From an optimization exercise on the open Yosys and OpenROAD flow, aimed at small area; shortcuts taken in it are not production practice.
In this exercise RTL edits were held to simulation tests only and were not proved equivalent to the original.
The clock cells of runs 2 to 4 and 6 come from the design's own scripts or RTL, not from TritonCTS.
The clock input has no modelled driver; a real chip could not lean on it and would need a root buffer or a full tree.
Power and IR drop assume default switching activity.

==> flow/design.v <==
`default_nettype none
module db_sw (input wire clk, input wire rst, input wire samp, input wire in, output reg out);
	reg oe;
	reg [1:0] r;
	wire d = in ^ oe;
	always @(posedge clk) begin
		out  <= oe & ~rst;
		oe   <= ~rst & (oe ^ (samp & d & r[1] & ~r[0]));
		r[1] <= ~rst & (samp ? d & r[0] : r[1]);
		r[0] <= ~rst & (samp ? d & ~r[1] : r[0]);
	end
endmodule
module db_btn (input wire clk, input wire rst, input wire samp, input wire apply, input wire in, output reg out);
	reg [2:0] j;
	wire d = in ^ out;
	wire due = j[2] & ~j[0] & (out ? ~j[1] : j[1]);
	wire flip = due & apply;
	always @(posedge clk) begin
		out  <= ~rst & (out ^ flip);
		j[0] <= ~rst & (samp ? d & ~j[2] : j[0]);
		j[1] <= ~rst & (samp ? d & j[0] : j[1] & ~flip);
		j[2] <= ~rst & (samp ? d & j[1] : j[2] & ~flip);
	end
endmodule
`default_nettype none
module glyph (input wire [3:0] c, output wire [6:0] g);
	assign g[0] = ~((~c[3] & ~c[0]) | (~c[3] & ~c[1]) | (c[2] & ~c[1] & ~c[0]) | (c[2] & c[1] & c[0]));
	assign g[1] = (c[3] & ~c[1]) | (c[2] & ~c[1] & ~c[0]) | (~c[3] & c[2] & c[1] & c[0]);
	assign g[2] = (c[3] & ~c[0]) | (c[3] & c[2] & ~c[1]) | (~c[2] & c[1] & ~c[0]);
	assign g[3] = (c[3] & ~c[1]) | (~c[2] & c[1] & c[0]) | (c[2] & c[1] & ~c[0]);
	assign g[4] = (c[3]) | (~c[2] & c[0]) | (c[2] & ~c[0]);
	assign g[5] = ~((c[2] & c[0]) | (c[3] & c[1] & c[0]) | (~c[3] & ~c[1] & ~c[0]));
	assign g[6] = (c[3] & ~c[1]) | (~c[2] & ~c[1] & ~c[0]) | (c[2] & c[1] & ~c[0]) | (~c[3] & ~c[2] & c[1] & c[0]);
endmodule
`default_nettype none
module dstep (input wire [3:0] h, input wire dn, output wire [3:0] t,
              output wire is0, output wire is5, output wire is9);
	assign t[0] = (~h[0]) | (~dn & h[1]) | (dn & ~h[3]);
	assign t[1] = (~h[1]) | (h[3]) | (~dn & ~h[0]) | (dn & h[0]);
	assign t[2] = (~dn & h[3]) | (dn & ~h[1] & ~h[0]);
	assign t[3] = (h[3]) | (~dn & ~h[1] & h[0]) | (dn & ~h[1] & ~h[0]);
	assign is0 = (~h[2] & ~h[1] & ~h[0]);
	assign is5 = (h[2] & ~h[1] & ~h[0]);
	assign is9 = (h[3] & h[2]);
endmodule
module dstep3 (input wire [1:0] h, input wire dn, output wire [1:0] t);
	assign t[0] = 1'b1;
	assign t[1] = (~dn & ~h[0]) | (dn & h[0]);
endmodule
module dcode3 (input wire [1:0] h, output wire is0, output wire is3);
	assign is0 = h == 2'b00;
	assign is3 = h == 2'b01;
endmodule
module dcodes (output wire [3:0] blank, output wire [3:0] seg_a, output wire [3:0] seg_b,
               output wire [3:0] seg_c, output wire [3:0] seg_f, output wire [3:0] eight,
               output wire [3:0] w05);
	assign blank = 4'b1000;
	assign seg_a = 4'b1100;
	assign seg_b = 4'b1110;
	assign seg_c = 4'b1001;
	assign seg_f = 4'b1101;
	assign eight = 4'b0101;
	assign w05 = 4'b0100;
endmodule
`default_nettype none
module Nexys3fpga (
	input 				clk100,
	input				rst,
	input				btnl, btnr,
	input				btnu, btnd,
	input				btns,
	input	[7:0]		sw,
	output	[7:0]		led,
	output 	[7:0]		seg,
	output	[3:0]		an
);
	reg [2:0] q;
	always @(posedge clk100) begin
		q[2] <= rst | q[1];
		q[1] <= ~rst & q[0];
		q[0] <= rst | (~q[2] & (~q[1] | q[0]));
	end
	wire samp = ~q[2] &  q[1] &  q[0];       
	wire c0   =  q[2] &  q[1] &  q[0];       
	wire c1   =  q[2] &  q[1] & ~q[0];       
	wire x0   =  q[2] & ~q[1] &  q[0];       
	wire s2   =  q[2] & ~q[1] & ~q[0];       
	wire s3   = ~q[2] & ~q[1] & ~q[0];       
	wire s4   = ~q[2] & ~q[1] &  q[0];       
	reg [3:0] ec;
	always @(posedge clk100) begin
		ec[3] <= rst | ec[2];
		ec[2] <= ~rst & ec[1];
		ec[1] <= rst | ec[0];
		ec[0] <= rst | (~ec[0] & ~ec[1] & ec[3]) | (~ec[2] & ~ec[3]);
	end
	wire t10_1 = ec[3] & ec[2] & ec[1];      
	wire b_s, b_l, b_u, b_r, b_d;
	genvar gi;
	generate for (gi = 0; gi < 8; gi = gi + 1) begin : SWD
		db_sw u (.clk(clk100), .rst(rst), .samp(samp), .in(sw[gi]), .out(led[gi]));
	end endgenerate
	db_btn UBS (.clk(clk100), .rst(rst), .samp(samp), .apply(1'b1), .in(btns), .out(b_s));
	db_btn UBL (.clk(clk100), .rst(rst), .samp(samp), .apply(~c0), .in(btnl), .out(b_l));
	db_btn UBU (.clk(clk100), .rst(rst), .samp(samp), .apply(~c0), .in(btnu), .out(b_u));
	db_btn UBR (.clk(clk100), .rst(rst), .samp(samp), .apply(~c0), .in(btnr), .out(b_r));
	db_btn UBD (.clk(clk100), .rst(rst), .samp(samp), .apply(~c0), .in(btnd), .out(b_d));
	reg rd, started;
	always @(posedge clk100) begin
		rd      <= ~rst & b_s;
		started <= ~rst & (started | rd);
	end
	reg m_dn, m_up, m_fast;
	reg n_dn, n_up, n_fast;
	always @* begin
		case ({b_l, b_u, b_r, b_d})
			4'b1000, 4'b0001: {n_dn, n_up, n_fast} = 3'b100;
			4'b1001:          {n_dn, n_up, n_fast} = 3'b101;
			4'b0010, 4'b0100: {n_dn, n_up, n_fast} = 3'b010;
			4'b0110:          {n_dn, n_up, n_fast} = 3'b011;
			default:          {n_dn, n_up, n_fast} = 3'b000;
		endcase
	end
	always @(posedge clk100)
		if (rst || rd)
			{m_dn, m_up, m_fast} <= 3'b000;
		else if (c1)
			{m_dn, m_up, m_fast} <= {n_dn, n_up, n_fast};
	wire [3:0] K_BLANK, K_A, K_B, K_C, K_F, K_EIGHT, K_W05;
	dcodes DC (.blank(K_BLANK), .seg_a(K_A), .seg_b(K_B), .seg_c(K_C), .seg_f(K_F),
	           .eight(K_EIGHT), .w05(K_W05));
	reg [1:0] h3;
	reg [3:0] h2, h1;
	wire [3:0] t1, t2;
	wire h1is0, h1is9, h2is0, h2is5, h2is9;
	dstep S1 (.h(h1), .dn(m_dn), .t(t1), .is0(h1is0), .is5(), .is9(h1is9));
	dstep S2 (.h(h2), .dn(m_dn), .t(t2), .is0(h2is0), .is5(h2is5), .is9(h2is9));
	wire h3z, h3t;                               
	dcode3 D3 (.h(h3), .is0(h3z), .is3(h3t));
	wire step = (m_fast ? t10_1 : c1) & (m_dn | m_up);
	wire en2  = step & (m_dn ? h1is0 : h1is9);
	wire wrap = m_dn ? (h2is0 & h3z) : (h2is5 & h3t);    
	wire en3  = en2 & (m_dn ? h2is0 : (h2is9 | wrap));
	wire [3:0] m2 = wrap ? K_W05 : t2;           
	wire [1:0] m3;
	dstep3 S3 (.h(h3), .dn(m_dn), .t(m3));
	wire hr = rst | rd;
	always @(posedge clk100) begin
		h1 <= {4{~hr}} & (h1 ^ ({4{step}} & t1));
		h2 <= {4{~hr}} & (h2 ^ ({4{en2}} & m2));
		h3 <= {2{~hr}} & (h3 ^ ({2{en3}} & m3));
	end
	reg [1:0] di;
	wire adv = started ? c0 : samp;
	always @(posedge clk100)
		if (rst || rd)
			di <= 2'd0;
		else if (adv)
			di <= {di[1] ^ di[0], ~di[0]};
	assign an = rd ? 4'b1110 : ~(4'b0001 << di);
	wire [1:0] sel = rd ? 2'd0 : di;             
	reg rd2;
	always @(posedge clk100)
		rd2 <= ~rst & rd;
	wire [2:0] G_BLANK = K_BLANK[2:0], G_A = K_A[2:0], G_B = K_B[2:0],
	           G_C = K_C[2:0], G_F = K_F[2:0];
	reg [2:0] mg;
	always @* begin
		if (rd && !rd2)               mg = !started ? G_BLANK : di[0] ? G_C : G_F;
		else if (!started || rd || rd2) mg = G_BLANK;
		else if (c1 || s2)            mg = G_F;
		else if (s3 || s4)            mg = G_A;
		else                          mg = G_B;
	end
	reg [3:0] cr;
	reg       dpr;
	always @(posedge clk100)
		if (rst) begin
			cr <= K_BLANK;  dpr <= 1'b1;         
		end else if (x0) begin
			cr <= K_EIGHT;  dpr <= 1'b0;         
		end else begin
			case (sel)
				2'd0:    cr <= {1'b1, mg};
				2'd1:    cr <= h1;
				2'd2:    cr <= h2;
				default: cr <= {2'b00, h3};
			endcase
			dpr <= ~(sel[1] & ~sel[0]);
		end
	wire [6:0] gl;
	glyph GL (.c(cr), .g(gl));
	assign seg = {dpr, gl};
endmodule
`default_nettype wire
==> flow/flow/run.sh <==
#!/bin/bash
# The standard layout (standard.sh: the standard flow's config.mk, ORFS's own steps and
# synthesis script) with different arguments for three ORFS steps:
#  - synthesis leaves adders to abc (ADDER_MAP_FILE empty): Yosys's adder
#    extraction otherwise turns 2-input decodes into half-adder cells whose
#    sum output is unused.  Registers are untouched by this.
#  - port buffers use the smallest buffer, sky130_fd_sc_hd__buf_1 (every
#    input and output port still gets its own buffer);
#  - clock tree synthesis adds no dummy loads to balance the tree.
# Each tool's output is in the ORFS logs under orfs/logs/; make's output
# goes to standard.log.
set -euo pipefail
export ADDER_MAP_FILE=
export BUFFER_PORTS_ARGS="-buffer_cell sky130_fd_sc_hd__buf_1"
export PRE_CTS_TCL="$PWD/flow/clock_buffers.tcl"
export MY_CLOCK_PORT=clk100
export MY_CLKBUF_CELL=sky130_fd_sc_hd__clkbuf_16
export MY_CLKBUF_COUNT=3
bash standard.sh finish > standard.log 2>&1
==> flow/flow/clock_buffers.tcl <==
set ::my_nbuf $::env(MY_CLKBUF_COUNT)
set ::my_buf $::env(MY_CLKBUF_CELL)
rename clock_tree_synthesis orfs_clock_tree_synthesis
proc clock_tree_synthesis { args } {
  set block [ord::get_db_block]
  set db [ord::get_db]
  set port [$block findBTerm $::env(MY_CLOCK_PORT)]
  set net [$port getNet]
  set master [$db findMaster $::my_buf]
  set sinks {}
  foreach it [$net getITerms] {
    set inst [$it getInst]
    set bb [$inst getBBox]
    lappend sinks [list $it [expr {([$bb xMin] + [$bb xMax]) / 2.0}] [expr {([$bb yMin] + [$bb yMax]) / 2.0}]]
  }
  set n [llength $sinks]
  set k $::my_nbuf
  # k-means on the register locations, started from sinks spread along x
  set sorted [lsort -real -index 1 $sinks]
  set cent {}
  for {set i 0} {$i < $k} {incr i} {
    set s [lindex $sorted [expr {int(($i + 0.5) * $n / $k)}]]
    lappend cent [list [lindex $s 1] [lindex $s 2]]
  }
  for {set iter 0} {$iter < 50} {incr iter} {
    set groups {}
    for {set i 0} {$i < $k} {incr i} { lappend groups {} }
    foreach s $sinks {
      set best 0; set bd 1e30
      for {set i 0} {$i < $k} {incr i} {
        set c [lindex $cent $i]
        set d [expr {abs([lindex $s 1] - [lindex $c 0]) + abs([lindex $s 2] - [lindex $c 1])}]
        if {$d < $bd} { set bd $d; set best $i }
      }
      lset groups $best [concat [lindex $groups $best] [list $s]]
    }
    set cent {}
    foreach g $groups {
      set sx 0.0; set sy 0.0
      foreach s $g { set sx [expr {$sx + [lindex $s 1]}]; set sy [expr {$sy + [lindex $s 2]}] }
      set m [expr {max(1, [llength $g])}]
      lappend cent [list [expr {$sx / $m}] [expr {$sy / $m}]]
    }
  }
  set i 0
  foreach g $groups c $cent {
    if {[llength $g] == 0} { continue }
    set inst [odb::dbInst_create $block $master "clkbuf_reg_$i"]
    set onet [odb::dbNet_create $block "clknet_reg_$i"]
    $onet setSigType CLOCK
    [$inst findITerm A] connect $net
    [$inst findITerm X] connect $onet
    foreach s $g {
      set it [lindex $s 0]
      $it disconnect
      $it connect $onet
    }
    $inst setLocation [expr {int([lindex $c 0])}] [expr {int([lindex $c 1])}]
    $inst setPlacementStatus PLACED
    puts "clock buffer clkbuf_reg_$i ($::my_buf) drives [llength $g] registers"
    incr i
  }
  $net setSigType CLOCK
  set_propagated_clock [all_clocks]
}
==> flow/standard.sh <==
#!/bin/bash
# synth_recipe.tcl (not shown) runs the flow's synth.tcl, then flattens the netlist and writes it again
# the make line also repeats each setting of config.mk as NAME=value (left out here)
make -C /OpenROAD-flow-scripts/flow DESIGN_CONFIG=/design/flow/config.mk WORK_HOME=/design/flow/orfs CLKGATE_MAP_FILE= SYNTH_SCRIPT=/design/flow/synth_recipe.tcl "${@:-finish}"
==> flow/config.mk <==
export PLATFORM = sky130hd
export DESIGN_NAME = Nexys3fpga
export DESIGN_NICKNAME = Nexys3fpga
export VERILOG_FILES = /design/flow/design.v
export SDC_FILE = /design/flow/constraint.sdc
export NUM_CORES = 4
export LEC_CHECK = 0
export CAP_MARGIN = 20
export CORE_MARGIN = 2
export CORE_UTILIZATION = 90
export PLACE_DENSITY = 0.92
export SLEW_MARGIN = 20
==> flow/constraint.sdc <==
create_clock -name core_clock -period 10.0 [get_ports {clk100}]
set_input_delay 2.0000 -clock core_clock [delete_from_list [all_inputs] [get_ports {clk100}]]
set_output_delay 2.0000 -clock core_clock [all_outputs]
set_load 0.01 [all_outputs]
==> reports/metrics.sh, run 1 <==
SYNTH.MOST_COMMON_CELL='sky130_fd_sc_hd__dfxtp_1'
SYNTHTOPCELLSBYCOUNT='sky130_fd_sc_hd__dfxtp_1 (82), sky130_fd_sc_hd__nor2_1 (74), sky130_fd_sc_hd__a21oi_1 (38), sky130_fd_sc_hd__nand2_1 (34), sky130_fd_sc_hd__clkbuf_1 (27)'
SYNTH.FF_LATCH_COUNT=82
YOSYSSEQAREASHARE=0.434
YOSYS.CELL_TYPES.COUNT=52
OUTCOME.STOP_STAGE='global placement without I/O (3_1_place_gp_skip_io)'
SYN-MEAN-INSTANCE-AREA_UM2=8.34
SYNTH_FF_TYPE='sky130_fd_sc_hd__dfxtp_1'
DIE_Y_UM=68.8
SYNTH_EDF_COUNT=0
SYNTH_TOP_CELLS_BY_AREA='sky130_fd_sc_hd__dfxtp_1 (43%), sky130_fd_sc_hd__nor2_1 (7.4%), sky130_fd_sc_hd__xnor2_1 (5.1%)'
YOSYS_WARNINGS=3
POST_SYNTH_INST_COUNT=453
SYNTHARSTFLOPSHARE=0
SYNTH.CELL_AREA_UM2=3780
YOSYSTOPAREACELLSHARE=0.434
SYNTH_TOP_CELL_BY_AREA='sky130_fd_sc_hd__dfxtp_1'
TOOL.ERROR='[ERROR GPL-0301] Utilization 104.869 % exceeds 100%.'
NUMBER_OF_ROWS_IN_THE_CORE_AREA=23
SYNTH_FP_NETS=468
HORIZONTAL_DIE_DIMENSION_UM=68.8
OUTCOME='stopped before the end'
INITIAL_CORE_UTIL=0.938
kinds of logic after synthesis:
group | synth area share
xor gates and xnor gates | 0.0626
DFF | 0.434
and+or+nand+nor | 0.235
buffers and inverters | 0.0570
AOI/OAI and AO/OA | 0.163
muxes | 0.0480
==> inputs of run 2 (changes only) <==
--- a/flow/config.mk
+++ b/flow/config.mk
@@ -7,6 +7,6 @@
 export LEC_CHECK = 0
 export CAP_MARGIN = 20
 export CORE_MARGIN = 2
-export CORE_UTILIZATION = 90
-export PLACE_DENSITY = 0.92
+export CORE_UTILIZATION = 85
+export PLACE_DENSITY = 0.88
 export SLEW_MARGIN = 20
==> run 2 against run 1 <==
  * Synthesized cell count stayed put
  * The run now finishes clean
  * Synthesized area stayed put
==> reports/metrics.sh, run 2 <==
SYNTH.MOST_COMMON_CELL='sky130_fd_sc_hd__dfxtp_1'
SYNTH_TOP_CELL_BY_AREA='sky130_fd_sc_hd__dfxtp_1'
CTS-RESIZED-GATES=0
FINAL_COMMON_CELL='sky130_fd_sc_hd__dfxtp_1'
LARGEST_REGISTERS='SWD.u.r x16, SWD.u.oe x8, SWD.u.out x8'
NUM_VIAS=3057
FINALCRITICALPERIOD_NS=3.40
SYNTH_EDF_COUNT=0
SYNTH.FF_LATCH_COUNT=82
POST_CTS.REPAIR.SETUP_BUFFERS=0
DRC=0
SYNTHTOPCELLSBYCOUNT='sky130_fd_sc_hd__dfxtp_1 (82), sky130_fd_sc_hd__nor2_1 (74), sky130_fd_sc_hd__a21oi_1 (38), sky130_fd_sc_hd__nand2_1 (34), sky130_fd_sc_hd__clkbuf_1 (27)'
CRIT-REG2REG-CAPTURE='h2[2]$_DFF_P_'
POST_ROUTE_CELLS_DRIVE_ABOVE_1_SHARE=0.0311
LARGEST_REGISTER='SWD.u.r'
DRT-PASS1-ITER-COUNT=5
YOSYS_WARNINGS=3
FINAL-SEQ-AREA_UM2=1640
HORIZONTAL_DIE_DIMENSION_UM=70.7
WORST-SETUP-PATH-TYPE='flop to primary output'
CLOCK_INSERTION_DELAY_WORST_SKEW_NS=0.17
WORSTREG2REGSTART='m_dn$_SDFFE_PN0P_'
YOSYS.CELL_TYPES.COUNT=52
ANTENNA_VIOLATING_NETS_POST_ROUTE=0
NUMBER_OF_ROWS_IN_THE_CORE_AREA=24
SYN-MEAN-INSTANCE-AREA_UM2=8.34
YOSYSTOPAREACELLSHARE=0.434
FLIP_FLOP_COUNT_OF_THE_LARGEST_REGISTER_AFTER_LAYOUT=16
HPWLAFTERDP_UM=4980
SYNTH.CELL_AREA_UM2=3780
CLKSLEWWORSTSETUPHOLDPATHS_NS=0.10
GRT_ANTENNA_BEFORE_REPAIR=0
FP.COREAREA_UM2=4320
POWER.DENSITY_CELL_AREA_nW_PER_UM2=132
WORST_EP_REQUIRED_TIME_NS=8.00
OUTCOME='finished clean'
GLOBALROUTE.TOTALOVERFLOW=0
KIND_OF_LAUNCH_POINT_OF_THE_WORST_SETUP_PATH='flop'
FMAXACHIEVABLE_GHz=0.294
CLOCK-SKEW-FINAL_NS=0.0215
MIN-DELAY-PATH-CLASS='flop to flop'
DESIGN.FINAL.NETS=467
WHS_ENDPOINT='ec[1]$_DFF_P_'
NUM_ANTENNA_CELLS=0
SYNTHARSTFLOPSHARE=0
FINALSETUPTNS_NS=0
WORSTPATHMAXFANOUT=12
CELLLEAKAGEPOWER_uW=0.00136
FLOW.AREA_GROWTH_FROM_SYNTHESIS_PCT=2.12
FOOTPRINT_OF_THE_MULTI_INPUT_GATES_UM2=1920
WORSTHOLDPATHCELLS=1
FINALINSTANCEAREA_UM2=3860
MAX_SLEW.WORST_PIN.SLEW_NS=0.949
DRT_ITER0_MARKERS=220
MOSTFREQUENTLAYOUTCELLS='sky130_fd_sc_hd__dfxtp_1 (82), sky130_fd_sc_hd__nor2_1 (74), sky130_fd_sc_hd__a21oi_1 (38)'
DRV.MAX_CAP_VIOLATION_COUNT=0
VIAS_PER_CELL=6.09
YOSYSSEQAREASHARE=0.434
FINAL_HOLD_VIOL_COUNT=0
INITIAL_CORE_UTIL=0.874
GRT_USE_TOTAL=0.282
POWER.IR.VDD_WORST_mV=0.114
POSTROUTEWIRELENGTH_UM=7110
TIMING.HOLD.WORST.START='ec[0]$_DFF_P_'
SYNTH_FF_TYPE='sky130_fd_sc_hd__dfxtp_1'
GRT_FIRST_PASS_WIRELENGTH_UM=12000
WORST_MAX_SLEW_MARGIN_EXPRESSED_RELATIVE_TO_THE_LIMIT=0.367
FLOORPLAN.IO_PINS=35
CRITICAL_PATH.ENDPOINT_TYPE='primary output'
PIN_COUNT_OF_THE_BIGGEST_NET_ENTERING_GLOBAL_ROUTING=70
SETUP-VIOLATIONS-FINAL=0
WL_PER_CELL_UM=14.2
DIE_AREA_UM2=4990
DESIGN_POWER_TOTAL_uW=510
VIA_COUNT_OF_THE_FIRST_GLOBAL_ROUTING_PASS=2791
HOLDBUFCOUNTCTS=0
CRITPATHARRIVALTIME_NS=1.40
NFILLCELLS=218
DPL-INSTANCE-AREA_UM2=3780
SYNTH_TOP_CELLS_BY_AREA='sky130_fd_sc_hd__dfxtp_1 (43%), sky130_fd_sc_hd__nor2_1 (7.4%), sky130_fd_sc_hd__xnor2_1 (5.1%)'
DIE_Y_UM=70.7
SYNTH_FP_NETS=468
GP_CONGESTION=0.852
FINALMAXSLEWVIOLATIONS=0
POST_SYNTH_INST_COUNT=453
FF2FF_PATH_DEPTH=5
PORT_BUFS=34
REG2REG_SLACK_NS=7.78
TIMING.FINAL.CRIT_SHARE=0.340
SETUP_REPAIR_AFTER_GLOBAL_ROUTING_MISSED_ITS_MARGIN='no'
-- run 2: how the worst max path moves through the flow --
stage	from	to	slack, ns
2_1_floorplan	cr[1]$_SDFF_PP0_	seg[6]	6.91
3_3_place_gp	rst	h2[3]$_DFF_P_	6.59
3_5_place_dp	rst	h2[3]$_DFF_P_	6.57
4_1_cts	cr[0]$_SDFF_PP0_	seg[6]	6.62
5_1_grt	cr[0]$_SDFF_PP0_	seg[6]	6.44
6_report	di[0]$_SDFFE_PN0P_	an[1]	6.60
-- run 2: logic make-up (layout without fill, tap and decap cells) --
logic type	count (synthesis)	after routing	share of synthesized area
compound gates	96	96	0.163
mux	18	18	0.0480
flops	82	82	0.434
xor+xnor	27	27	0.0626
simple gates	184	184	0.235
buf+inv	46	43	0.0570
-- run 2: through the flow --
step,hold WS [ns],util,instances,setup WS (ns)
3_3_place_gp,0.425,0.875,499,6.59
5_1_grt,0.498,0.892,502,6.44
6_report,0.469,0.892,502,6.60
2_1_floorplan,0.415,-,453,6.91
3_5_place_dp,0.456,0.875,499,6.57
4_1_cts,0.476,0.892,502,6.62
-- run 2: power breakdown --
group	total (uW)	internal (uW)	switching, uW
logic	37.4	14.0	23.3
clock network	134	55.4	78.4
registers	339	332	7.14
-- run 2: final cells by class --
cell class	count	area share
inverter	5	0.00486
multi-input combinational	325	0.498
sequential	82	0.425
timing repair buffer	35	0.0353
buffer	3	0.0195
tap	52	0.0169
-- run 2: routing by layer --
layer  vias up  track usage  share of wire
met2        92        0.516           0.50
met3        21       0.0228          0.043
met4         0       0.0797          0.025
met1      1404        0.361           0.43
li1       1540            -              -
met5         -            0              0
-- run 2: worst max-delay path: stages (launching register included) --
cell and delay, ns:
sky130_fd_sc_hd__dfxtp_1 0.59, sky130_fd_sc_hd__inv_1 0.16, sky130_fd_sc_hd__or3_1 0.36, sky130_fd_sc_hd__buf_1 0.13
==> inputs of run 3 (changes only) <==
--- a/flow/design.v
+++ b/flow/design.v
@@ -2,41 +2,43 @@
 module db_sw (input wire clk, input wire rst, input wire samp, input wire in, output reg out);
 	reg oe;
 	reg [1:0] r;
-	wire d = in ^ oe;
+	wire sr = samp | rst;                    
+	wire d = (in ^ oe) & ~rst;
 	always @(posedge clk) begin
 		out  <= oe & ~rst;
 		oe   <= ~rst & (oe ^ (samp & d & r[1] & ~r[0]));
-		r[1] <= ~rst & (samp ? d & r[0] : r[1]);
-		r[0] <= ~rst & (samp ? d & ~r[1] : r[0]);
+		r[1] <= (sr & d & r[0])  | (~sr & r[1]);
+		r[0] <= (sr & d & ~r[1]) | (~sr & r[0]);
 	end
 endmodule
 module db_btn (input wire clk, input wire rst, input wire samp, input wire apply, input wire in, output reg out);
 	reg [2:0] j;
-	wire d = in ^ out;
+	wire sr = samp | rst;                    
+	wire d = (in ^ out) & ~rst;
 	wire due = j[2] & ~j[0] & (out ? ~j[1] : j[1]);
 	wire flip = due & apply;
 	always @(posedge clk) begin
 		out  <= ~rst & (out ^ flip);
-		j[0] <= ~rst & (samp ? d & ~j[2] : j[0]);
-		j[1] <= ~rst & (samp ? d & j[0] : j[1] & ~flip);
-		j[2] <= ~rst & (samp ? d & j[1] : j[2] & ~flip);
+		j[0] <= (sr & d & ~j[2]) | (~sr & j[0]);
+		j[1] <= (sr & d & j[0])  | (~sr & j[1] & ~flip);
+		j[2] <= (sr & d & j[1])  | (~sr & j[2] & ~flip);
 	end
 endmodule
 `default_nettype none
 module glyph (input wire [3:0] c, output wire [6:0] g);
-	assign g[0] = ~((~c[3] & ~c[0]) | (~c[3] & ~c[1]) | (c[2] & ~c[1] & ~c[0]) | (c[2] & c[1] & c[0]));
-	assign g[1] = (c[3] & ~c[1]) | (c[2] & ~c[1] & ~c[0]) | (~c[3] & c[2] & c[1] & c[0]);
-	assign g[2] = (c[3] & ~c[0]) | (c[3] & c[2] & ~c[1]) | (~c[2] & c[1] & ~c[0]);
-	assign g[3] = (c[3] & ~c[1]) | (~c[2] & c[1] & c[0]) | (c[2] & c[1] & ~c[0]);
+	assign g[0] = (c[3] & ~c[1]) | (c[3] & c[2] & ~c[0]) | (~c[2] & c[1] & c[0]);
+	assign g[1] = ~((~c[3] & ~c[2]) | (c[3] & c[1] & c[0]) | (c[2] & c[1] & ~c[0]) | (~c[3] & ~c[1] & c[0]));
+	assign g[2] = (c[3] & ~c[0]) | (~c[2] & c[1] & ~c[0]) | (c[3] & c[2] & ~c[1]);
+	assign g[3] = ~((~c[3] & ~c[1]) | (~c[3] & ~c[2] & ~c[0]) | (c[2] & c[1] & c[0]));
 	assign g[4] = (c[3]) | (~c[2] & c[0]) | (c[2] & ~c[0]);
-	assign g[5] = ~((c[2] & c[0]) | (c[3] & c[1] & c[0]) | (~c[3] & ~c[1] & ~c[0]));
-	assign g[6] = (c[3] & ~c[1]) | (~c[2] & ~c[1] & ~c[0]) | (c[2] & c[1] & ~c[0]) | (~c[3] & ~c[2] & c[1] & c[0]);
+	assign g[5] = (c[1] & ~c[0]) | (c[3] & ~c[2] & ~c[1]) | (~c[3] & ~c[2] & c[0]);
+	assign g[6] = (c[3] & ~c[0]) | (c[3] & ~c[1]) | (c[2] & c[1] & ~c[0]) | (~c[2] & ~c[1] & ~c[0]) | (~c[3] & ~c[2] & c[1] & c[0]);
 endmodule
 `default_nettype none
 module dstep (input wire [3:0] h, input wire dn, output wire [3:0] t,
               output wire is0, output wire is5, output wire is9);
 	assign t[0] = (~h[0]) | (~dn & h[1]) | (dn & ~h[3]);
-	assign t[1] = (~h[1]) | (h[3]) | (~dn & ~h[0]) | (dn & h[0]);
+	assign t[1] = (h[3]) | (~h[1]) | (~dn & ~h[0]) | (dn & h[0]);
 	assign t[2] = (~dn & h[3]) | (dn & ~h[1] & ~h[0]);
 	assign t[3] = (h[3]) | (~dn & ~h[1] & h[0]) | (dn & ~h[1] & ~h[0]);
 	assign is0 = (~h[2] & ~h[1] & ~h[0]);
@@ -55,7 +57,7 @@
                output wire [3:0] seg_c, output wire [3:0] seg_f, output wire [3:0] eight,
                output wire [3:0] w05);
 	assign blank = 4'b1000;
-	assign seg_a = 4'b1100;
+	assign seg_a = 4'b1010;
 	assign seg_b = 4'b1110;
 	assign seg_c = 4'b1001;
 	assign seg_f = 4'b1101;
==> flow/flow/run.sh (replaced) <==
#!/bin/bash
# The standard layout (standard.sh: the standard flow's config.mk, ORFS's own steps and
# its synthesis script) with different arguments for three ORFS steps:
#  - synthesis leaves adders to abc (ADDER_MAP_FILE empty): Yosys's adder
#    extraction otherwise turns 2-input decodes into half-adder cells whose
#    sum output is unused.  The registers and their names are the same.
#  - port buffers use the smallest buffer, sky130_fd_sc_hd__buf_1 (every
#    input and output port still gets its own buffer);
#  - clock tree: clock_buffers.tcl (sourced by ORFS's cts.tcl as its
#    PRE_CTS_TCL) replaces the tree synthesis call with MY_CLKBUF_COUNT
#    buffers fed by the clock port, each driving one group of nearby
#    registers; cts.tcl then legalises and repairs timing as usual.
# Each tool's output is in the ORFS logs under orfs/logs/; make's output
# goes to standard.log.
set -euo pipefail
export ADDER_MAP_FILE=
export BUFFER_PORTS_ARGS="-buffer_cell sky130_fd_sc_hd__buf_1"
export PRE_CTS_TCL="$PWD/flow/clock_buffers.tcl"
export MY_CLOCK_PORT=clk100
export MY_CLKBUF_CELL=sky130_fd_sc_hd__buf_12
export MY_CLKBUF_COUNT=3
bash standard.sh finish > standard.log 2>&1
==> run 3 against run 2 <==
  * Still clean
  * Via count is 3.2% higher
  * Clock power fell by 3%
  * Die area decreased by 4.1%
  * Sequential cell count unchanged
  * Cell area shrank 3.5%
  * Critical path type is now input pin to flop
  * Highest routed layer unchanged
==> reports/metrics.sh, run 3 <==
FINALCRITICALPERIOD_NS=3.71
VIAS_PER_CELL=6.63
SYN-MEAN-INSTANCE-AREA_UM2=8.67
SETUP-VIOLATIONS-FINAL=0
POST_ROUTE_CELLS_DRIVE_ABOVE_1_SHARE=0.0329
POSTROUTEWIRELENGTH_UM=8690
SYNTH_TOP_CELLS_BY_AREA='sky130_fd_sc_hd__dfxtp_1 (45%), sky130_fd_sc_hd__nor2_1 (5.7%), sky130_fd_sc_hd__nand2_1 (4.6%)'
FINAL_HOLD_VIOL_COUNT=0
YOSYS_WARNINGS=3
VIA_COUNT_OF_THE_FIRST_GLOBAL_ROUTING_PASS=3144
SYNTHTOPCELLSBYCOUNT='sky130_fd_sc_hd__dfxtp_1 (82), sky130_fd_sc_hd__nor2_1 (55), sky130_fd_sc_hd__nand2_1 (44), sky130_fd_sc_hd__o21ai_0 (25), sky130_fd_sc_hd__nor2b_1 (16)'
MAX_SLEW.WORST_PIN.SLEW_NS=0.605
YOSYSSEQAREASHARE=0.454
NUM_ANTENNA_CELLS=0
FMAXACHIEVABLE_GHz=0.270
GLOBALROUTE.TOTALOVERFLOW=0
HORIZONTAL_DIE_DIMENSION_UM=69.2
TIMING.FINAL.CRIT_SHARE=0.371
LARGEST_REGISTERS='SWD.u.r x16, SWD.u.oe x8, SWD.u.out x8'
SYNTH_EDF_COUNT=0
WORSTPATHMAXFANOUT=38
FLOW.AREA_GROWTH_FROM_SYNTHESIS_PCT=3.08
HOLDBUFCOUNTCTS=0
FINALSETUPTNS_NS=0
YOSYS.CELL_TYPES.COUNT=46
CRITPATHARRIVALTIME_NS=3.73
WORST_MAX_SLEW_MARGIN_EXPRESSED_RELATIVE_TO_THE_LIMIT=0.596
CLOCK-SKEW-FINAL_NS=0.0260
POWER.DENSITY_CELL_AREA_nW_PER_UM2=135
DIE_AREA_UM2=4790
GP_CONGESTION=0.850
SYNTH.FF_LATCH_COUNT=82
SYNTH_TOP_CELL_BY_AREA='sky130_fd_sc_hd__dfxtp_1'
FINAL_COMMON_CELL='sky130_fd_sc_hd__dfxtp_1'
SYNTH_FF_TYPE='sky130_fd_sc_hd__dfxtp_1'
SYNTHARSTFLOPSHARE=0
SYNTH_FP_NETS=432
FLIP_FLOP_COUNT_OF_THE_LARGEST_REGISTER_AFTER_LAYOUT=16
POST_CTS.REPAIR.SETUP_BUFFERS=0
NUMBER_OF_ROWS_IN_THE_CORE_AREA=23
KIND_OF_LAUNCH_POINT_OF_THE_WORST_SETUP_PATH='input pin'
POWER.IR.VDD_WORST_mV=0.114
FP.COREAREA_UM2=4060
NUM_VIAS=3154
CLOCK_INSERTION_DELAY_WORST_SKEW_NS=0.15
WORST-SETUP-PATH-TYPE='input pin to flop'
CLKSLEWWORSTSETUPHOLDPATHS_NS=0.12
DRT-PASS1-ITER-COUNT=7
FINALCOREUTILIZATION=0.918
WHS_NS=0.453
SYNTH.CELL_AREA_UM2=3610
CELLLEAKAGEPOWER_uW=0.00139
YOSYSTOPAREACELLSHARE=0.454
CTS-RESIZED-GATES=0
DRT_ITER0_MARKERS=398
WL_PER_CELL_UM=18.2
PIN_COUNT_OF_THE_BIGGEST_NET_ENTERING_GLOBAL_ROUTING=39
DESIGN.FINAL.NETS=443
DRV.MAX_CAP_VIOLATION_COUNT=0
LARGEST_REGISTER='SWD.u.r'
CRITICAL_PATH.ENDPOINT_TYPE='flop'
WORST_EP_REQUIRED_TIME_NS=10.02
DIE_Y_UM=69.2
GRT_ANTENNA_BEFORE_REPAIR=0
GRT_FIRST_PASS_WIRELENGTH_UM=14800
SETUP_REPAIR_AFTER_GLOBAL_ROUTING_MISSED_ITS_MARGIN='no'
FLOORPLAN.IO_PINS=35
PORT_BUFS=34
MIN-DELAY-PATH-CLASS='flop to flop'
NFILLCELLS=158
POST_SYNTH_INST_COUNT=417
MOSTFREQUENTLAYOUTCELLS='sky130_fd_sc_hd__dfxtp_1 (82), sky130_fd_sc_hd__nor2_1 (55), sky130_fd_sc_hd__nand2_1 (44)'
HPWLAFTERDP_UM=5240
ANTENNA_VIOLATING_NETS_POST_ROUTE=0
OUTCOME='finished clean'
FINALMAXSLEWVIOLATIONS=0
GRT_USE_TOTAL=0.368
SYNTH.MOST_COMMON_CELL='sky130_fd_sc_hd__dfxtp_1'
DRC=0
INITIAL_CORE_UTIL=0.891
[run 3: changes by cell type in the layout (fill, tap and decap cells not counted), sizes merged, moves of 9 or more]
cell | before | now
nor2 | 74 | 55
a21oi | 40 | 15
nand2 | 34 | 44
xor2 | 5 | 14
nand3b | 10 | 1
nor3b | 0 | 9
xnor2 | 22 | 10
o21ai | 15 | 25
nor3 | 15 | 4
[run 3: path summary, 6_finish.rpt]
kind | startpoint | end | slack [ns] | cells after the start
worst max-delay path | rst | SWD[3].u.oe$_DFF_P_ | 6.29 | 7
worst min-delay path | SWD[7].u.r[1]$_DFF_P_ | SWD[7].u.r[0]$_DFF_P_ | 0.45 | 1
worst min register to register | SWD[7].u.r[1]$_DFF_P_ | SWD[7].u.r[0]$_DFF_P_ | 0.45 | 1
worst max register to register | m_dn$_SDFFE_PN0P_ | h2[3]$_DFF_P_ | 7.97 | 5
[run 3: per-stage QoR]
stage	instance area, um2	setup slack (ns)	power [uW]	cells
finish	3720	6.29	502	476
detailed placement	3660	6.16	377	473
CTS	3720	6.30	498	476
global placement	3660	6.29	375	473
global route	3720	6.16	514	476
floorplan	3610	6.82	367	417
[run 3: kinds of logic after synthesis]
logic type             after synthesis  synth area share
multiplexers                        13            0.0360
AO/OA/AOI/OAI                       88             0.167
buffers and inverters               44            0.0582
flip-flops                          82             0.454
AND/OR/NAND/NOR                    166             0.227
XOR/XNOR                            24            0.0582
[run 3: layer usage]
layer / vias up / part of all wire / global-route usage
li1: 1436 / - / -
met1: 1430 / 0.38 / 0.459
met2: 231 / 0.48 / 0.626
met3: 57 / 0.080 / 0.0451
met4: 0 / 0.052 / 0.190
met5: - / 0 / 0
[run 3: area by class of cell]
| cell class | instances | area (um2) | share of cell area |
|---|---|---|---|
| timing repair buffer | 37 | 150 | 0.0403 |
| multi-input combinational | 291 | 1760 | 0.473 |
| tap | 50 | 62.6 | 0.0168 |
| buffer | 3 | 60.1 | 0.0161 |
| inverter | 13 | 48.8 | 0.0131 |
| sequential | 82 | 1640 | 0.441 |
[run 3: where the power goes]
| part | internal [uW] | switching, uW | leakage, uW |
|---|---|---|---|
| sequential | 332 | 6.80 | 0.000664 |
| combinational | 12.0 | 21.6 | 0.000695 |
| clock | 49.0 | 81.5 | 0.0000282 |
[run 3: critical path, cell delays in order]
cell and delay, ns:
sky130_fd_sc_hd__buf_1 0.07, sky130_fd_sc_hd__buf_4 0.24, sky130_fd_sc_hd__nor2b_1 0.20, sky130_fd_sc_hd__nand3_1 0.44
sky130_fd_sc_hd__nor3b_1 0.42, sky130_fd_sc_hd__mux2i_1 0.27, sky130_fd_sc_hd__nor2_1 0.06
==> inputs of run 4 (changes only) <==
--- a/flow/flow/run.sh
+++ b/flow/flow/run.sh
@@ -17,6 +17,6 @@
 export BUFFER_PORTS_ARGS="-buffer_cell sky130_fd_sc_hd__buf_1"
 export PRE_CTS_TCL="$PWD/flow/clock_buffers.tcl"
 export MY_CLOCK_PORT=clk100
-export MY_CLKBUF_CELL=sky130_fd_sc_hd__buf_12
+export MY_CLKBUF_CELL=sky130_fd_sc_hd__clkbuf_16
 export MY_CLKBUF_COUNT=3
 bash standard.sh finish > standard.log 2>&1
==> run 4 against run 3 <==
  * Utilization is 0.37 points higher
  * Via count is 1.7% higher
  * Sequential power hardly changed
  * Register-to-register slack worse by 0.10 ns
  * Still clean
  * Synthesized cell count stayed put
  * Die area stayed put
  * Synthesized area stayed put
  * Clock power is 3% higher
==> reports/metrics.sh, run 4 <==
OUTCOME='finished clean'
FP.COREAREA_UM2=4060
PWR-SHARE-CLK=0.265
POST_ROUTE_CELLS_DRIVE_ABOVE_1_SHARE=0.0329
LARGEST_REGISTERS='SWD.u.r x16, SWD.u.oe x8, SWD.u.out x8'
DPL-INSTANCE-AREA_UM2=3660
DIE_AREA_UM2=4790
P_INT_uW=399
GP_CONGESTION=0.850
SYNTH_EDF_COUNT=0
SYNTH_FP_NETS=432
GLOBALROUTE.TOTALOVERFLOW=0
FINALCRITICALPERIOD_NS=3.78
DRT-PASS1-ITER-COUNT=5
POST-ROUTE-WORST-SETUP-SLACK_NS=6.22
WORST_MAX_SLEW_MARGIN_EXPRESSED_RELATIVE_TO_THE_LIMIT=0.589
SYN-MEAN-INSTANCE-AREA_UM2=8.67
FINAL_COMMON_CELL='sky130_fd_sc_hd__dfxtp_1'
DRT_ITER0_MARKERS=461
DRV.MAX_CAP_VIOLATION_COUNT=0
DESIGN_POWER_TOTAL_uW=507
POWER.COMBINATIONAL.FRACTION=0.068
YOSYS.CELL_TYPES.COUNT=46
FMAXACHIEVABLE_GHz=0.265
PLACE_WS_NS=6.16
FLOORPLAN.IO_PINS=35
NUMBER_OF_ROWS_IN_THE_CORE_AREA=23
WORST_EP_REQUIRED_TIME_NS=10.03
CLKSLEWWORSTSETUPHOLDPATHS_NS=0.11
FINAL_HOLD_VIOL_COUNT=0
CRITPATHARRIVALTIME_NS=3.80
POSTROUTEWIRELENGTH_UM=8830
SYNTH.FF_LATCH_COUNT=82
SYNTHTOPCELLSBYCOUNT='sky130_fd_sc_hd__dfxtp_1 (82), sky130_fd_sc_hd__nor2_1 (55), sky130_fd_sc_hd__nand2_1 (44), sky130_fd_sc_hd__o21ai_0 (25), sky130_fd_sc_hd__nor2b_1 (16)'
PIN_COUNT_OF_THE_BIGGEST_NET_ENTERING_GLOBAL_ROUTING=39
GRT_FIRST_PASS_WIRELENGTH_UM=14900
WHS_ENDPOINT='SWD[7].u.r[0]$_DFF_P_'
POWER.DENSITY_CELL_AREA_nW_PER_UM2=136
LARGEST_REGISTER='SWD.u.r'
GRT_USE_TOTAL=0.373
MOSTFREQUENTLAYOUTCELLS='sky130_fd_sc_hd__dfxtp_1 (82), sky130_fd_sc_hd__nor2_1 (55), sky130_fd_sc_hd__nand2_1 (44)'
WORST-SETUP-PATH-TYPE='input pin to flop'
TOP_USAGE_LAYER='met2'
GRTUSAGEMET2=0.642
DESIGN.FINAL.NETS=443
FLIP_FLOP_COUNT_OF_THE_LARGEST_REGISTER_AFTER_LAYOUT=16
CLOCK-SKEW-FINAL_NS=0.0226
FLOW.AREA_GROWTH_FROM_SYNTHESIS_PCT=3.50
REG2REG_SLACK_NS=7.87
SETUP-VIOLATIONS-FINAL=0
WORSTPATHMAXFANOUT=38
POWER.IR.VDD_WORST_mV=0.115
SYNTH_TOP_CELL_BY_AREA='sky130_fd_sc_hd__dfxtp_1'
NETSWITCHINGPOWER_uW=108
SYNTH.MOST_COMMON_CELL='sky130_fd_sc_hd__dfxtp_1'
POWER.SHARE.SEQUENTIAL=0.668
WORSTREG2REGSTART='q[0]$_DFF_P_'
VIA_COUNT_OF_THE_FIRST_GLOBAL_ROUTING_PASS=3147
MAX_SLEW.WORST_PIN.SLEW_NS=0.615
SYNTHARSTFLOPSHARE=0
FINALSETUPTNS_NS=0
SWITCHING_SHARE=0.213
NUM_ANTENNA_CELLS=0
PORT_BUFS=34
FF2FF_PATH_DEPTH=5
GRT_USE_MET3=0.0480
FINALINSTANCEAREA_UM2=3740
ANTENNA_VIOLATING_NETS_POST_ROUTE=0
MIN-DELAY-PATH-CLASS='flop to flop'
CRIT-REG2REG-CAPTURE='SWD[0].u.oe$_DFF_P_'
WHS_NS=0.450
CRITICAL_PATH.ENDPOINT_TYPE='flop'
YOSYSSEQAREASHARE=0.454
DRC=0
CTS-RESIZED-GATES=0
GRTUSAGEMET1=0.452
KIND_OF_LAUNCH_POINT_OF_THE_WORST_SETUP_PATH='input pin'
SYNTH_FF_TYPE='sky130_fd_sc_hd__dfxtp_1'
FINALMAXSLEWVIOLATIONS=0
CLOCK_INSERTION_DELAY_WORST_SKEW_NS=0.17
HORIZONTAL_DIE_DIMENSION_UM=69.2
YOSYS_WARNINGS=3
POST_SYNTH_INST_COUNT=417
TIMING.HOLD.WORST.START='SWD[7].u.r[1]$_DFF_P_'
GRT_ANTENNA_BEFORE_REPAIR=0
WORSTHOLDPATHCELLS=1
CELLLEAKAGEPOWER_uW=0.00140
HPWLAFTERDP_UM=5240
YOSYSTOPAREACELLSHARE=0.454
INITIAL_CORE_UTIL=0.891
SYNTH.CELL_AREA_UM2=3610
DIE_Y_UM=69.2
SETUP_REPAIR_AFTER_GLOBAL_ROUTING_MISSED_ITS_MARGIN='no'
POST_CTS.REPAIR.SETUP_BUFFERS=0
NUM_VIAS=3209
WL_PER_CELL_UM=18.5
HOLDBUFCOUNTCTS=0
VIAS_PER_CELL=6.74
TIMING.FINAL.CRIT_SHARE=0.378
SYNTH_TOP_CELLS_BY_AREA='sky130_fd_sc_hd__dfxtp_1 (45%), sky130_fd_sc_hd__nor2_1 (5.7%), sky130_fd_sc_hd__nand2_1 (4.6%)'
-- run 4: per-layer routing --
layer  share of wire  up-vias
met5               0        -
met4           0.059        0
met1            0.37     1469
met3           0.085       58
met2            0.48      240
li1                -     1442
-- run 4: critical path: stages --
cell	delay [ns]
sky130_fd_sc_hd__buf_1	0.07
sky130_fd_sc_hd__buf_4	0.25
sky130_fd_sc_hd__nor2b_1	0.22
sky130_fd_sc_hd__nand3_1	0.44
sky130_fd_sc_hd__nor3b_1	0.49
sky130_fd_sc_hd__mux2i_1	0.25
sky130_fd_sc_hd__nor2_1	0.08
-- run 4: power groups by stage --
stage	logic (uW)	clock network (uW)	registers (uW)
floorplan	24.3	0	343
global placement	30.4	0	345
detailed placement	32.2	0	345
CTS	33.3	132	338
global route	37.0	143	339
finish	34.2	134	338
-- run 4: cell type report --
class	count	area (um2)
sequential	82	1640
multi-input combinational	291	1760
timing repair buffer	37	150
buffer	3	75.1
tap	50	62.6
inverter	13	48.8
fill	154	318
-- run 4: cell families after synthesis --
group	share of synthesized area
DFF	0.454
buffers and inverters	0.0582
muxes	0.0360
AOI/OAI and AO/OA	0.167
xor gates and xnor gates	0.0582
and+or+nand+nor	0.227
-- run 4: through the flow --
stage / util / instances
after global placement: 0.903 / 473
after CTS: 0.922 / 476
after detailed placement: 0.903 / 473
after global routing: 0.922 / 476
final: 0.922 / 476
after floorplan: - / 417
-- run 4: how the worst max path moves through the flow --
stage / start / to / slack, ns / cells after the start
after floorplan: rst / SWD[0].u.oe$_DFF_P_ / 6.82 / 7
after global placement: rst / SWD[3].u.oe$_DFF_P_ / 6.29 / 7
after detailed placement: rst / SWD[0].u.oe$_DFF_P_ / 6.16 / 7
after CTS: rst / SWD[0].u.oe$_DFF_P_ / 6.23 / 7
after global routing: rst / SWD[0].u.oe$_DFF_P_ / 6.13 / 7
final: rst / SWD[0].u.oe$_DFF_P_ / 6.22 / 7
==> inputs of run 5 (changes only) <==
--- a/flow/design.v
+++ b/flow/design.v
@@ -26,24 +26,24 @@
 endmodule
 `default_nettype none
 module glyph (input wire [3:0] c, output wire [6:0] g);
-	assign g[0] = (c[3] & ~c[1]) | (c[3] & c[2] & ~c[0]) | (~c[2] & c[1] & c[0]);
-	assign g[1] = ~((~c[3] & ~c[2]) | (c[3] & c[1] & c[0]) | (c[2] & c[1] & ~c[0]) | (~c[3] & ~c[1] & c[0]));
-	assign g[2] = (c[3] & ~c[0]) | (~c[2] & c[1] & ~c[0]) | (c[3] & c[2] & ~c[1]);
-	assign g[3] = ~((~c[3] & ~c[1]) | (~c[3] & ~c[2] & ~c[0]) | (c[2] & c[1] & c[0]));
+	assign g[0] = (c[3] & ~c[1]) | (c[3] & c[2]) | (~c[3] & ~c[2] & c[1] & c[0]);
+	assign g[1] = ~((~c[3] & ~c[2]) | (c[2] & ~c[1] & c[0]) | (c[2] & c[1] & ~c[0]) | (c[3] & c[1] & c[0]));
+	assign g[2] = (c[3] & ~c[0]) | (~c[2] & c[1] & ~c[0]);
+	assign g[3] = ~((~c[3] & ~c[1]) | (~c[3] & ~c[2] & ~c[0]) | (~c[3] & c[2] & c[0]) | (c[3] & ~c[2] & c[1] & c[0]));
 	assign g[4] = (c[3]) | (~c[2] & c[0]) | (c[2] & ~c[0]);
-	assign g[5] = (c[1] & ~c[0]) | (c[3] & ~c[2] & ~c[1]) | (~c[3] & ~c[2] & c[0]);
-	assign g[6] = (c[3] & ~c[0]) | (c[3] & ~c[1]) | (c[2] & c[1] & ~c[0]) | (~c[2] & ~c[1] & ~c[0]) | (~c[3] & ~c[2] & c[1] & c[0]);
+	assign g[5] = (c[1] & ~c[0]) | (~c[3] & ~c[2] & c[0]) | (c[3] & ~c[2] & ~c[1]);
+	assign g[6] = (c[3] & ~c[0]) | (c[3] & ~c[1]) | (~c[2] & ~c[1] & ~c[0]) | (c[2] & c[1] & ~c[0]) | (~c[3] & ~c[2] & c[1] & c[0]);
 endmodule
 `default_nettype none
 module dstep (input wire [3:0] h, input wire dn, output wire [3:0] t,
               output wire is0, output wire is5, output wire is9);
 	assign t[0] = (~h[0]) | (~dn & h[1]) | (dn & ~h[3]);
-	assign t[1] = (h[3]) | (~h[1]) | (~dn & ~h[0]) | (dn & h[0]);
-	assign t[2] = (~dn & h[3]) | (dn & ~h[1] & ~h[0]);
+	assign t[1] = (~h[1]) | (h[3]) | (~dn & ~h[0]) | (dn & h[0]);
+	assign t[2] = (dn & h[3]) | (~dn & ~h[1] & h[0]);
 	assign t[3] = (h[3]) | (~dn & ~h[1] & h[0]) | (dn & ~h[1] & ~h[0]);
 	assign is0 = (~h[2] & ~h[1] & ~h[0]);
 	assign is5 = (h[2] & ~h[1] & ~h[0]);
-	assign is9 = (h[3] & h[2]);
+	assign is9 = (h[3] & ~h[2]);
 endmodule
 module dstep3 (input wire [1:0] h, input wire dn, output wire [1:0] t);
 	assign t[0] = 1'b1;
@@ -60,7 +60,7 @@
 	assign seg_a = 4'b1010;
 	assign seg_b = 4'b1110;
 	assign seg_c = 4'b1001;
-	assign seg_f = 4'b1101;
+	assign seg_f = 4'b1100;
 	assign eight = 4'b0101;
 	assign w05 = 4'b0100;
 endmodule
==> run 5 against run 4 <==
  * The run now fails in global placement without I/O (3_1_place_gp_skip_io)
  * Synthesized area shrank 0.38%
  * Synthesized cell count shrank 0.24%
==> reports/metrics.sh, run 5 <==
OUTCOME='stopped before the end'
OUTCOME.STOP_STAGE='global placement without I/O (3_1_place_gp_skip_io)'
TOOL.ERROR='[ERROR GPL-0301] Utilization 100.489 % exceeds 100%.'
SYNTH.CELL_AREA_UM2=3600
SYNTH_FF_TYPE='sky130_fd_sc_hd__dfxtp_1'
YOSYSTOPAREACELLSHARE=0.456
YOSYS_WARNINGS=3
SYNTH.FF_LATCH_COUNT=82
NUMBER_OF_ROWS_IN_THE_CORE_AREA=23
POST_SYNTH_INST_COUNT=416
SYNTH_TOP_CELLS_BY_AREA='sky130_fd_sc_hd__dfxtp_1 (46%), sky130_fd_sc_hd__nor2_1 (5.6%), sky130_fd_sc_hd__nand2_1 (4.6%)'
SYNTH.MOST_COMMON_CELL='sky130_fd_sc_hd__dfxtp_1'
SYNTH_FP_NETS=431
SYNTHTOPCELLSBYCOUNT='sky130_fd_sc_hd__dfxtp_1 (82), sky130_fd_sc_hd__nor2_1 (54), sky130_fd_sc_hd__nand2_1 (44), sky130_fd_sc_hd__clkbuf_1 (19), sky130_fd_sc_hd__o21ai_0 (19)'
SYNTHARSTFLOPSHARE=0
DIE_Y_UM=69.1
HORIZONTAL_DIE_DIMENSION_UM=69.1
SYNTH_EDF_COUNT=0
SYNTH_TOP_CELL_BY_AREA='sky130_fd_sc_hd__dfxtp_1'
INITIAL_CORE_UTIL=0.893
SYN-MEAN-INSTANCE-AREA_UM2=8.65
YOSYS.CELL_TYPES.COUNT=51
YOSYSSEQAREASHARE=0.456
-- run 5: cell count changes after synthesis, moves of 3 or more --
cell,before,now
sky130_fd_sc_hd__inv_1,13,10
sky130_fd_sc_hd__nand3b_1,1,7
sky130_fd_sc_hd__a21oi_1,15,18
sky130_fd_sc_hd__o21ai_1,0,4
sky130_fd_sc_hd__xnor2_1,10,7
sky130_fd_sc_hd__clkbuf_1,13,19
sky130_fd_sc_hd__o21ai_0,25,19
sky130_fd_sc_hd__buf_2,9,1
sky130_fd_sc_hd__nand3_1,3,6
-- run 5: kinds of logic after synthesis --
group | count (synthesis) | synth area share
flip-flops | 82 | 0.456
multiplexers | 14 | 0.0393
AO/OA/AOI/OAI | 87 | 0.164
AND/OR/NAND/NOR | 171 | 0.236
buffers and inverters | 41 | 0.0535
XOR/XNOR | 21 | 0.0511
==> inputs of run 6 (changes only) <==
--- a/flow/config.mk
+++ b/flow/config.mk
@@ -7,6 +7,6 @@
 export LEC_CHECK = 0
 export CAP_MARGIN = 20
 export CORE_MARGIN = 2
-export CORE_UTILIZATION = 85
-export PLACE_DENSITY = 0.88
+export CORE_UTILIZATION = 80
+export PLACE_DENSITY = 0.85
 export SLEW_MARGIN = 20
==> run 6 against run 5 <==
  * The run now finishes clean
  * Synthesized area stayed put
  * Synthesized cell count stayed put
==> reports/metrics.sh, run 6 <==
OUTCOME='finished clean'
REG2REG_SLACK_NS=7.87
SYNTH_EDF_COUNT=0
CELL_COUNT_FINAL_FILLERS_OUT=477
NUM_ANTENNA_CELLS=0
GRT_ANTENNA_BEFORE_REPAIR=0
WORSTPATHMAXFANOUT=40
DRV.MAX_CAP_VIOLATION_COUNT=0
CRITICAL_PATH.SLOWEST_CELL='sky130_fd_sc_hd__or3_1'
PORT_BUFS=34
POWER.DENSITY_CELL_AREA_nW_PER_UM2=135
HOLDBUFCOUNTCTS=0
SETUP_REPAIR_AFTER_GLOBAL_ROUTING_MISSED_ITS_MARGIN='no'
LARGEST_REGISTERS='SWD.u.r x16, SWD.u.oe x8, SWD.u.out x8'
YOSYS_WARNINGS=3
CTS-RESIZED-GATES=0
FINALCOREUTILIZATION=0.859
DPL-INSTANCE-AREA_UM2=3670
SYNTH_TOP_CELL_BY_AREA='sky130_fd_sc_hd__dfxtp_1'
WORST_MAX_SLEW_MARGIN_EXPRESSED_RELATIVE_TO_THE_LIMIT=0.633
CRITICAL_PATH.ENDPOINT_TYPE='flop'
FP.COREAREA_UM2=4350
WORST_EP_REQUIRED_TIME_NS=10.04
LARGEST_REGISTER='SWD.u.r'
POST_ROUTE_CELLS_DRIVE_ABOVE_1_SHARE=0.0400
SYNTHTOPCELLSBYCOUNT='sky130_fd_sc_hd__dfxtp_1 (82), sky130_fd_sc_hd__nor2_1 (54), sky130_fd_sc_hd__nand2_1 (44), sky130_fd_sc_hd__clkbuf_1 (19), sky130_fd_sc_hd__o21ai_0 (19)'
SYNTH.CELL_AREA_UM2=3600
DIE_Y_UM=71.1
FLOORPLAN.IO_PINS=35
FINALINSTANCEAREA_UM2=3740
SYNTH_FF_TYPE='sky130_fd_sc_hd__dfxtp_1'
SYNTH_TOP_CELLS_BY_AREA='sky130_fd_sc_hd__dfxtp_1 (46%), sky130_fd_sc_hd__nor2_1 (5.6%), sky130_fd_sc_hd__nand2_1 (4.6%)'
KIND_OF_LAUNCH_POINT_OF_THE_WORST_SETUP_PATH='input pin'
FMAXACHIEVABLE_GHz=0.278
NUM_VIAS=2949
TIMING.FINAL.CRIT_SHARE=0.360
POST_CTS.REPAIR.SETUP_BUFFERS=0
SYN-MEAN-INSTANCE-AREA_UM2=8.65
WORSTSETUPPATHDEPTH=6
YOSYSSEQAREASHARE=0.456
MAX_SLEW.WORST_PIN.SLEW_NS=0.550
DRC=0
MIN-DELAY-PATH-CLASS='flop to flop'
HPWLAFTERDP_UM=5000
ANTENNA_VIOLATING_NETS_POST_ROUTE=0
FLIP_FLOP_COUNT_OF_THE_LARGEST_REGISTER_AFTER_LAYOUT=16
CRITPATHARRIVALTIME_NS=3.64
SYNTH.FF_LATCH_COUNT=82
WL_PER_CELL_UM=15.1
SYNTH_FP_NETS=431
WORST-SETUP-PATH-TYPE='input pin to flop'
CLOCK-SKEW-FINAL_NS=0.0305
HORIZONTAL_DIE_DIMENSION_UM=71.1
NUMPLACEDINSTANCES=474
FINALMAXSLEWVIOLATIONS=0
CLOCK_INSERTION_DELAY_WORST_SKEW_NS=0.18
YOSYS.CELL_TYPES.COUNT=51
CRIT_BUF_INV=2
FINALCRITICALPERIOD_NS=3.60
GLOBALROUTE.TOTALOVERFLOW=0
FLOW.AREA_GROWTH_FROM_SYNTHESIS_PCT=3.93
SLOWEST_DELAY_NS=0.64
DIE_AREA_UM2=5050
SYNTH.MOST_COMMON_CELL='sky130_fd_sc_hd__dfxtp_1'
INITIAL_CORE_UTIL=0.827
FINAL_COMMON_CELL='sky130_fd_sc_hd__dfxtp_1'
NUMBER_OF_ROWS_IN_THE_CORE_AREA=24
FINALSETUPTNS_NS=0
MOSTFREQUENTLAYOUTCELLS='sky130_fd_sc_hd__dfxtp_1 (82), sky130_fd_sc_hd__nor2_1 (54), sky130_fd_sc_hd__nand2_1 (44)'
POST_SYNTH_INST_COUNT=416
DRT-PASS1-ITER-COUNT=5
SETUP-VIOLATIONS-FINAL=0
GRT_USE_TOTAL=0.288
CRITICAL-PATH-TOP-DELAY-FAMILY='simple AND/OR/NAND/NOR gates'
CRIT_CHAIN='buf_1 -> buf_4 -> or3_1 -> nor3b_1 -> mux2i_1 -> nor2_1'
FINAL_HOLD_VIOL_COUNT=0
VIAS_PER_CELL=6.18
CLKSLEWWORSTSETUPHOLDPATHS_NS=0.12
POSTROUTEWIRELENGTH_UM=7190
PIN_COUNT_OF_THE_BIGGEST_NET_ENTERING_GLOBAL_ROUTING=41
WORSTHOLDPATHCELLS=1
GRT_FIRST_PASS_WIRELENGTH_UM=12400
DESIGN.FINAL.NETS=442
VIA_COUNT_OF_THE_FIRST_GLOBAL_ROUTING_PASS=2914
GP_CONGESTION=0.777
CELLLEAKAGEPOWER_uW=0.00137
POWER.IR.VDD_WORST_mV=0.140
YOSYSTOPAREACELLSHARE=0.456
FF2FF_PATH_DEPTH=5
SYNTHARSTFLOPSHARE=0
DRT_ITER0_MARKERS=209
[run 6: stage by stage]
step	total power (uW)	hold slack (ns)	worst slack, ns
final	507	0.431	6.40
after global placement	377	0.425	6.36
after CTS	507	0.435	6.41
after floorplan	367	0.415	6.81
after global routing	520	0.465	6.28
after detailed placement	379	0.429	6.21
[run 6: cells by family after synthesis]
group	share of synthesized area
and+or+nand+nor	0.236
AOI/OAI and AO/OA	0.164
DFF	0.456
buffers and inverters	0.0535
xor gates and xnor gates	0.0511
muxes	0.0393
[run 6: metal layers]
metal	wire, um	up-vias	GRT usage
met4	103	0	0.0860
met2	3710	98	0.542
li1	-	1451	-
met1	3110	1390	0.353
met5	0	-	0
met3	272	10	0.0185
[run 6: area by class of cell]
cell class | count | area [um2]
Sequential cell | 82 | 1640
Inverter | 10 | 37.5
Multi-Input combinational cell | 293 | 1770
Tap cell | 52 | 65.1
Fill cell | 260 | 613
Timing Repair Buffer | 37 | 150
Buffer | 3 | 75.1
[run 6: power by group]
group	switching, uW	internal [uW]
clock network	78.7	55.4
registers	6.25	332
logic	22.2	12.4
total	107	400
[run 6: final timing paths]
kind | startpoint | to
max | rst | SWD[3].u.oe$_DFF_P_
min | ec[0]$_DFF_P_ | ec[1]$_DFF_P_
max reg2reg | m_dn$_SDFFE_PN0P_ | h3[1]$_DFF_P_
min reg2reg | ec[0]$_DFF_P_ | ec[1]$_DFF_P_

## separate check: timing with driven ports
Ports are ideal in the flow. The routed layouts listed here were re-timed in OpenROAD.
Step 1 assumes that a clkbuf_16 drives the clock port and a buf_2 every other input.
Step 2 also shifts input and output timing later by t, the mid clock arrival at the registers, as if the neighbouring blocks saw the same clock.
Three values: no drivers, after step 1, after step 2; two values: the first two.
run | t (ns) | slack for setup (ns) | worst hold slack (ns) | worst setup path at the end | cell pins on the clock port's net
run 2 | 0.217 | 6.604 / 6.544 / 6.579 | 0.469 / 0.469 / 0.469 | input to register | 3
run 3 | 0.204 | 6.291 / 6.338 / 6.134 | 0.453 / 0.453 / 0.453 | input to register | 3
run 4 | 0.223 | 6.224 / 6.267 / 6.044 | 0.450 / 0.450 / 0.450 | input to register | 3
run 6 | 0.220 | 6.402 / 6.440 / 6.220 | 0.431 / 0.431 / 0.431 | input to register | 3
After both steps every run listed still meets setup and hold. For run 6, which loses most, drivers alone change the setup slack by +0.038 ns; drivers and shift together by -0.182 ns.
